From an optimization exercise on the open Yosys and OpenROAD flow, aimed at small area, a short achievable clock period and few clock cycles per item; shortcuts taken in it are not production practice. RTL that was checked went through simulation tests only; none was proved equivalent to the original.

## initialization
module initialization(
    input [127:0] key,
    input [127:0] nonce,
    input clk,
    input rst,
    input start,
    output reg finish,
    output reg [319:0] state
 );
For scale: roughly 2800 cells after synthesis, about 330 flip-flops, ~580 I/O pins, roughly 31000 um^2 of cells after synthesis.
==> flow/config.mk <==
export PLATFORM = sky130hd
export DESIGN_NAME = initialization
export DESIGN_NICKNAME = initialization
export VERILOG_FILES = /design/flow/design.v
export SDC_FILE = /design/flow/constraint.sdc
export NUM_CORES = 4
export LEC_CHECK = 0
export CAP_MARGIN = 0
export CORE_MARGIN = 2
export CORE_UTILIZATION = 35
export CTS_CLUSTER_DIAMETER = 80
export CTS_CLUSTER_SIZE = 40
export GPL_ROUTABILITY_DRIVEN = 0
export SETUP_SLACK_MARGIN = 2.55
export SLEW_MARGIN = 0
==> flow/constraint.sdc <==
create_clock -name core_clock -period 5.0 [get_ports {clk}]
set_input_delay 1.0000 -clock core_clock [delete_from_list [all_inputs] [get_ports {clk}]]
set_output_delay 1.0000 -clock core_clock [all_outputs]
set_load 0.01 [all_outputs]
standard.sh (not shown) runs the stock make flow with config.mk's settings and CLKGATE_MAP_FILE= SYNTH_SCRIPT=/design/flow/synth_recipe.tcl, a recipe that flattens the netlist after the stock synthesis.
==> flow/flow/run.sh <==
#!/bin/bash
set -euo pipefail
export BUFFER_PORTS_ARGS="-buffer_cell sky130_fd_sc_hd__buf_2"
bash standard.sh > standard.log 2>&1
The first run produced a clean layout.
Testbench counts at the start, summed over its fixed seeds: cycles 5,000, items 384.
Then changed:
CAP_MARGIN = 20   (was 0)
SETUP_SLACK_MARGIN = 2.5   (was 2.55)
SLEW_MARGIN = 20   (was 0)
Effect: Synthesized cell count stays the same; worst setup slack got worse by 0.031 ns.
Then changed:
SETUP_SLACK_MARGIN = 2.65   (was 2.5)
The changed run produced a clean layout.
Worst setup slack gains 0.028 ns.
Via count goes up by a few percent.
Non-clock buffer count goes up by 188.
Critical path depth is unchanged.
Synthesized area does not change.
Then changed:
==> flow/flow/run.sh (replaced) <==
#!/bin/bash
set -euo pipefail
here=$(cd "$(dirname "$0")" && pwd)
export BUFFER_PORTS_ARGS="-buffer_cell sky130_fd_sc_hd__buf_2"
export PRE_GLOBAL_ROUTE_TCL="$here/pre_grt.tcl"
export RECOVER_POWER=100
bash standard.sh > standard.log 2>&1
==> flow/flow/pre_grt.tcl (new file) <==
# Sourced before global routing. ORFS's recover_power_helper downsizes gates on
# paths with positive slack; run it against a setup uncertainty equal to the
# design's current setup slack, so that only gates off the critical paths are
# downsized and the worst slack at the design's clock is kept.
rename recover_power_helper my_orig_recover_power_helper
proc recover_power_helper { } {
  set ws [worst_slack -max]
  if { $ws <= 0 } { return }
  puts "recover_power_helper: setup uncertainty $ws ns while downsizing"
  set_clock_uncertainty -setup $ws [all_clocks]
  my_orig_recover_power_helper
  unset_clock_uncertainty -setup [all_clocks]
  puts "recover_power_helper: worst slack after downsizing [worst_slack -max]"
}
SETUP_SLACK_MARGIN = 2.6   (was 2.65)
The changed run completed without violations.
Final area fell by a few percent.
Global-route usage decreases by 0.10 points.
Utilization is lower by 3.0 points.
Hold slack loses 0.0052 ns.
Then changed:
SETUP_SLACK_MARGIN = 2.7   (was 2.6)
The new run completed with no timing, DRC or antenna violations.
Core utilization climbs by 7.7 points.
Wire length climbs by a few percent.
Register-to-register slack is about the same.
Area after synthesis does not change.
Worst hold slack hardly moves.
Setup slack is worse by 0.012 ns.
Then changed:
==> flow/flow/run.sh (replaced) <==
#!/bin/bash
set -euo pipefail
export BUFFER_PORTS_ARGS="-buffer_cell sky130_fd_sc_hd__buf_2"
bash standard.sh > standard.log 2>&1
GPL_ROUTABILITY_DRIVEN = not set   (was 0)
SETUP_SLACK_MARGIN = 2.5   (was 2.7)
removed: flow/flow/pre_grt.tcl
Result: Routed wire length shrinks by 6.4%. First-iteration DRC count drops by 21%. Count of clock-buffer cells in the layout is higher by 8. Final area drops by 16%.

## run A
Starting RTL as in the previous note.
==> flow/config.mk <==
export PLATFORM = sky130hd
export DESIGN_NAME = initialization
export DESIGN_NICKNAME = initialization
export VERILOG_FILES = /design/flow/design.v
export SDC_FILE = /design/flow/constraint.sdc
export NUM_CORES = 4
export LEC_CHECK = 0
export CAP_MARGIN = 20
export CORE_MARGIN = 2
export CORE_UTILIZATION = 35
export CTS_CLUSTER_DIAMETER = 80
export CTS_CLUSTER_SIZE = 40
export GPL_ROUTABILITY_DRIVEN = 0
export SETUP_SLACK_MARGIN = 2.55
export SLEW_MARGIN = 20
==> flow/constraint.sdc <==
create_clock -name core_clock -period 5.0 [get_ports {clk}]
set_input_delay 1.0000 -clock core_clock [delete_from_list [all_inputs] [get_ports {clk}]]
set_output_delay 1.0000 -clock core_clock [all_outputs]
set_load 0.01 [all_outputs]
==> flow/flow/run.sh <==
#!/bin/bash
set -euo pipefail
export BUFFER_PORTS_ARGS="-buffer_cell sky130_fd_sc_hd__buf_2"
bash standard.sh > standard.log 2>&1
Run A: no failed stages, no open violations at the end
Testbench counts of run A, summed over its fixed seeds: cycles 5,000, items 384.
> inputs changed (run A -> run B)
-- flow/config.mk --
<<< run A, line 10
export CORE_UTILIZATION = 35
>>> run B, line 10
export CORE_UTILIZATION = 65
<<< run A, line 14
>>> run B, line 14
export PLACE_DENSITY = 0.75
--- outcome ---
Run B | stages: all done | timing, DRC, antenna: all pass
Fmax of run B falls short of that of run A by a few percent.
[compare] base=run A new=run B: number of gates resized after cts now sits lower, worst setup slack now sits lower.
For clock-buffer cell count, dividing the value from run B by the value from run A gives 1.06.
For the wire length, run B came in 11% lower than run A did.
Cell depth of the worst hold path came out exactly the same in run B and run A.
Sort run B and run A by placed standard-cell area, descending, and run A comes first.
Of run B and run A, it is run B that has the lower worst slack on hold paths.
Run B against run A: global-route wire length before repair now sits lower; largest net degree at the start of global routing now sits higher.
In run B, the buffer count excluding the clock tree in the final layout came out 19 below the value in run A.
What run C does differently from run B at the input level:
-- flow/flow/run.sh --
<<< run B, line 3
>>> run C, line 3
here=$(cd "$(dirname "$0")" && pwd)
<<< run B, line 4
>>> run C, line 5
export POST_SYNTH_TCL="$here/post_synth.tcl"
==> flow/flow/post_synth.tcl (new file) <==
# Sourced after the synthesized netlist is loaded (POST_SYNTH hook). Splits
# each 3-input XOR/XNOR cell into two 2-input cells; the input with the least
# slack goes to the second cell, so the late signal passes one gate only.
proc my_split_xor3 { } {
  set db [ord::get_db]
  set block [ord::get_db_block]
  set xor2 [$db findMaster sky130_fd_sc_hd__xor2_1]
  set xnor2 [$db findMaster sky130_fd_sc_hd__xnor2_1]
  set todo {}
  foreach cell [get_cells -hierarchical *] {
    set m [get_property $cell ref_name]
    if { ![regexp {^sky130_fd_sc_hd__x(n?)or3_[0-9]+$} $m -> isn] } { continue }
    set ins {}
    foreach p {A B C} {
      set s [get_property [get_pins -of_objects $cell -filter "lib_pin_name==$p"] slack_max]
      if { ![string is double -strict $s] } { set s 1e30 }
      lappend ins [list $p $s]
    }
    # least slack last
    set ins [lsort -real -decreasing -index 1 $ins]
    lappend todo [list [sta::sta_to_db_inst $cell] $isn [lindex $ins 0 0] [lindex $ins 1 0] [lindex $ins 2 0]]
  }
  set n 0
  foreach t $todo {
    lassign $t inst isn p1 p2 p3
    set name [$inst getName]
    set n1 [[$inst findITerm $p1] getNet]
    set n2 [[$inst findITerm $p2] getNet]
    set n3 [[$inst findITerm $p3] getNet]
    set nx [[$inst findITerm X] getNet]
    odb::dbInst_destroy $inst
    set mid [odb::dbNet_create $block "${name}_xs"]
    set i1 [odb::dbInst_create $block $xor2 "${name}_xa"]
    [$i1 findITerm A] connect $n1
    [$i1 findITerm B] connect $n2
    [$i1 findITerm X] connect $mid
    if { $isn eq "n" } {
      set i2 [odb::dbInst_create $block $xnor2 "${name}_xb"]
      [$i2 findITerm Y] connect $nx
    } else {
      set i2 [odb::dbInst_create $block $xor2 "${name}_xb"]
      [$i2 findITerm X] connect $nx
    }
    [$i2 findITerm A] connect $mid
    [$i2 findITerm B] connect $n3
    incr n
  }
  puts "my_split_xor3: split $n cells"
}
my_split_xor3
-- flow/config.mk --
<<< run B, line 10
export CORE_UTILIZATION = 65
>>> run C, line 10
export CORE_UTILIZATION = 35
<<< run B, line 14
export PLACE_DENSITY = 0.75
>>> run C, line 14
## What came out
Via count: run C and run B compared, lower one is run C. The count of mapped cells out of synthesis number comes out lower for run B vs run C. Changes observed in run C relative to run B: global-route usage saw a decrease, row count saw an increase. Per the comparison of run C with run B, count of plain and timing-repair buffers went up, proportion of cell area spent on the clock network went up.
Relative to run C, the following input files were edited for run D:
-- flow/config.mk --
<<< run C, line 14
export SETUP_SLACK_MARGIN = 2.55
>>> run D, line 14
export SETUP_SLACK_MARGIN = 2.6
==> run notes <==
Re final critical delay including setup and external delays: run D is 42 ps down on run C.
Of run D and run C, the run reporting the lower number of detailed-route iterations in the first pass was run D.
Setup slack on run D is up relative to run C.
Summary of run D over run C: global-route wire length before repair climbed about 0.5%; layout overhead on the synthesized area saw an increase.
Summary of run D over run C: via count increased by 173 relative to the old numbers; peak clock frequency supported by timing saw an increase.

Setup of run 1:
Another version of the RTL of initialization (not shown whole).
Size: roughly 2600 cells after synthesis, about 330 flip-flops.
Settings: LEC_CHECK=0, CAP_MARGIN=20, CORE_MARGIN=2, CORE_UTILIZATION=35, SETUP_SLACK_MARGIN=2.0, SLEW_MARGIN=20; clock period 5.0 ns.
==> flow/flow/run.sh <==
#!/bin/bash
set -euo pipefail
export BUFFER_PORTS_ARGS="-buffer_cell sky130_fd_sc_hd__buf_2"
bash standard.sh > standard.log 2>&1
Edits applied to the flow inputs when going from run 1 to run 2:
Settings: SETUP_SLACK_MARGIN now 3.0, was 2.0.
--- outcome ---
Run 2 has completed all stages; timing, DRC and antenna checks passed. Comparing run 1 against run 2, there is no change at all in total of clock buffers placed in the layout. Taking run 1 as the reference, in run 2 overall via count from detail_route picked up an extra about 22%; number of non-clock buffers in the layout picked up an extra about 150%; share of async-settable or async-resettable flops after synthesis neither gained nor lost much. Any difference in final hold slack between run 2 and run 1 is small enough to ignore. Lower overall global routing resource usage was reported by run 1, not run 2. The final reports for run 2 and run 1 show wire length of the first global-routing pass higher in the former. Compared with run 1, in run 2 measured slew at the worst slew-check pin down 0.12 ns, maximum cell stage delay along the critical path down 0.31 ns.
Inputs modified between run 2 and run 3:
Settings: SETUP_SLACK_MARGIN: 3.0 -> 2.5.
## What came out
- Run 3: full flow OK, the timing, DRC and antenna checks passed
- Run 3 against run 2: setup fix buffers added after clock tree synthesis dropped about 90%, critical path depth dropped 2, fraction of the cycle the final worst path needs climbed 0.62 points.
- Final standard cell utilization of the core was higher in run 2 than in run 3.
- Signed area change from the synthesized netlist to the final layout on run 3 is down relative to run 2.
- Compared with run 2, run 3 shows initial antenna violation count that has gone up by a few percent.
- Compared run 3 vs run 2, and aggregate routed wire length is down in run 3.
- Run 3 ended up with fewer standard cells than run 2.
Function was not checked in any run of this note: the RTL went through the layout flow alone.

## afterwards: timing with drivers on the ports
How much do the figures lean on ideal ports? The routed layouts below were timed once more, with nothing changed but the port constraints.
Step 1, drivers: a clkbuf_16 drives clk and a buf_2 each remaining input, both assumed.
Step 2 times the ports against the registers' clock, not the clock port: input delays grow and output delays shrink by t, the midpoint of the rising clock arrivals with the driver on.
Slacks: ideal / step 1 / step 2; pairs: ideal / step 1.
run | t (ns) | setup slack, ns | latest minus earliest clock arrival (ns) | worst register clock-pin slew, ns | cell pins on the clock port's net
the first run of note 1 | 0.692 | 2.426 / 2.426 / 2.253 | 0.018 / 0.018 | 0.10 / 0.10 | 1
the second run of note 1 | 0.691 | 2.394 / 2.394 / 2.265 | 0.025 / 0.026 | 0.09 / 0.09 | 1
the third run of note 1 | 0.689 | 2.422 / 2.422 / 2.217 | 0.024 / 0.024 | 0.09 / 0.09 | 1
the fourth run of note 1 | 0.681 | 2.326 / 2.326 / 2.203 | 0.024 / 0.023 | 0.09 / 0.09 | 1
the fifth run of note 1 | 0.694 | 2.315 / 2.315 / 2.272 | 0.027 / 0.026 | 0.10 / 0.10 | 1
the sixth run of note 1 | 0.654 | 2.342 / 2.342 / 2.191 | 0.027 / 0.026 | 0.09 / 0.09 | 1
run A | 0.685 | 2.387 / 2.387 / 2.266 | 0.021 / 0.022 | 0.09 / 0.09 | 1
run B | 0.689 | 2.331 / 2.331 / 2.059 | 0.037 / 0.037 | 0.09 / 0.09 | 1
run C | 0.651 | 2.434 / 2.434 / 2.211 | 0.033 / 0.034 | 0.08 / 0.08 | 1
run D | 0.651 | 2.476 / 2.472 / 2.259 | 0.030 / 0.030 | 0.09 / 0.09 | 1
run 1 | 0.679 | 1.953 / 1.953 / 1.953 | 0.014 / 0.014 | 0.06 / 0.06 | 1
run 2 | 0.672 | 2.462 / 2.462 / 2.386 | 0.024 / 0.024 | 0.07 / 0.07 | 1
run 3 | 0.678 | 2.431 / 2.431 / 2.197 | 0.021 / 0.021 | 0.06 / 0.06 | 1
After both steps setup and hold are still met in every run listed. The setup slack of run B, which loses most, moves by 0.000 ns with the drivers and by -0.272 ns with both steps.
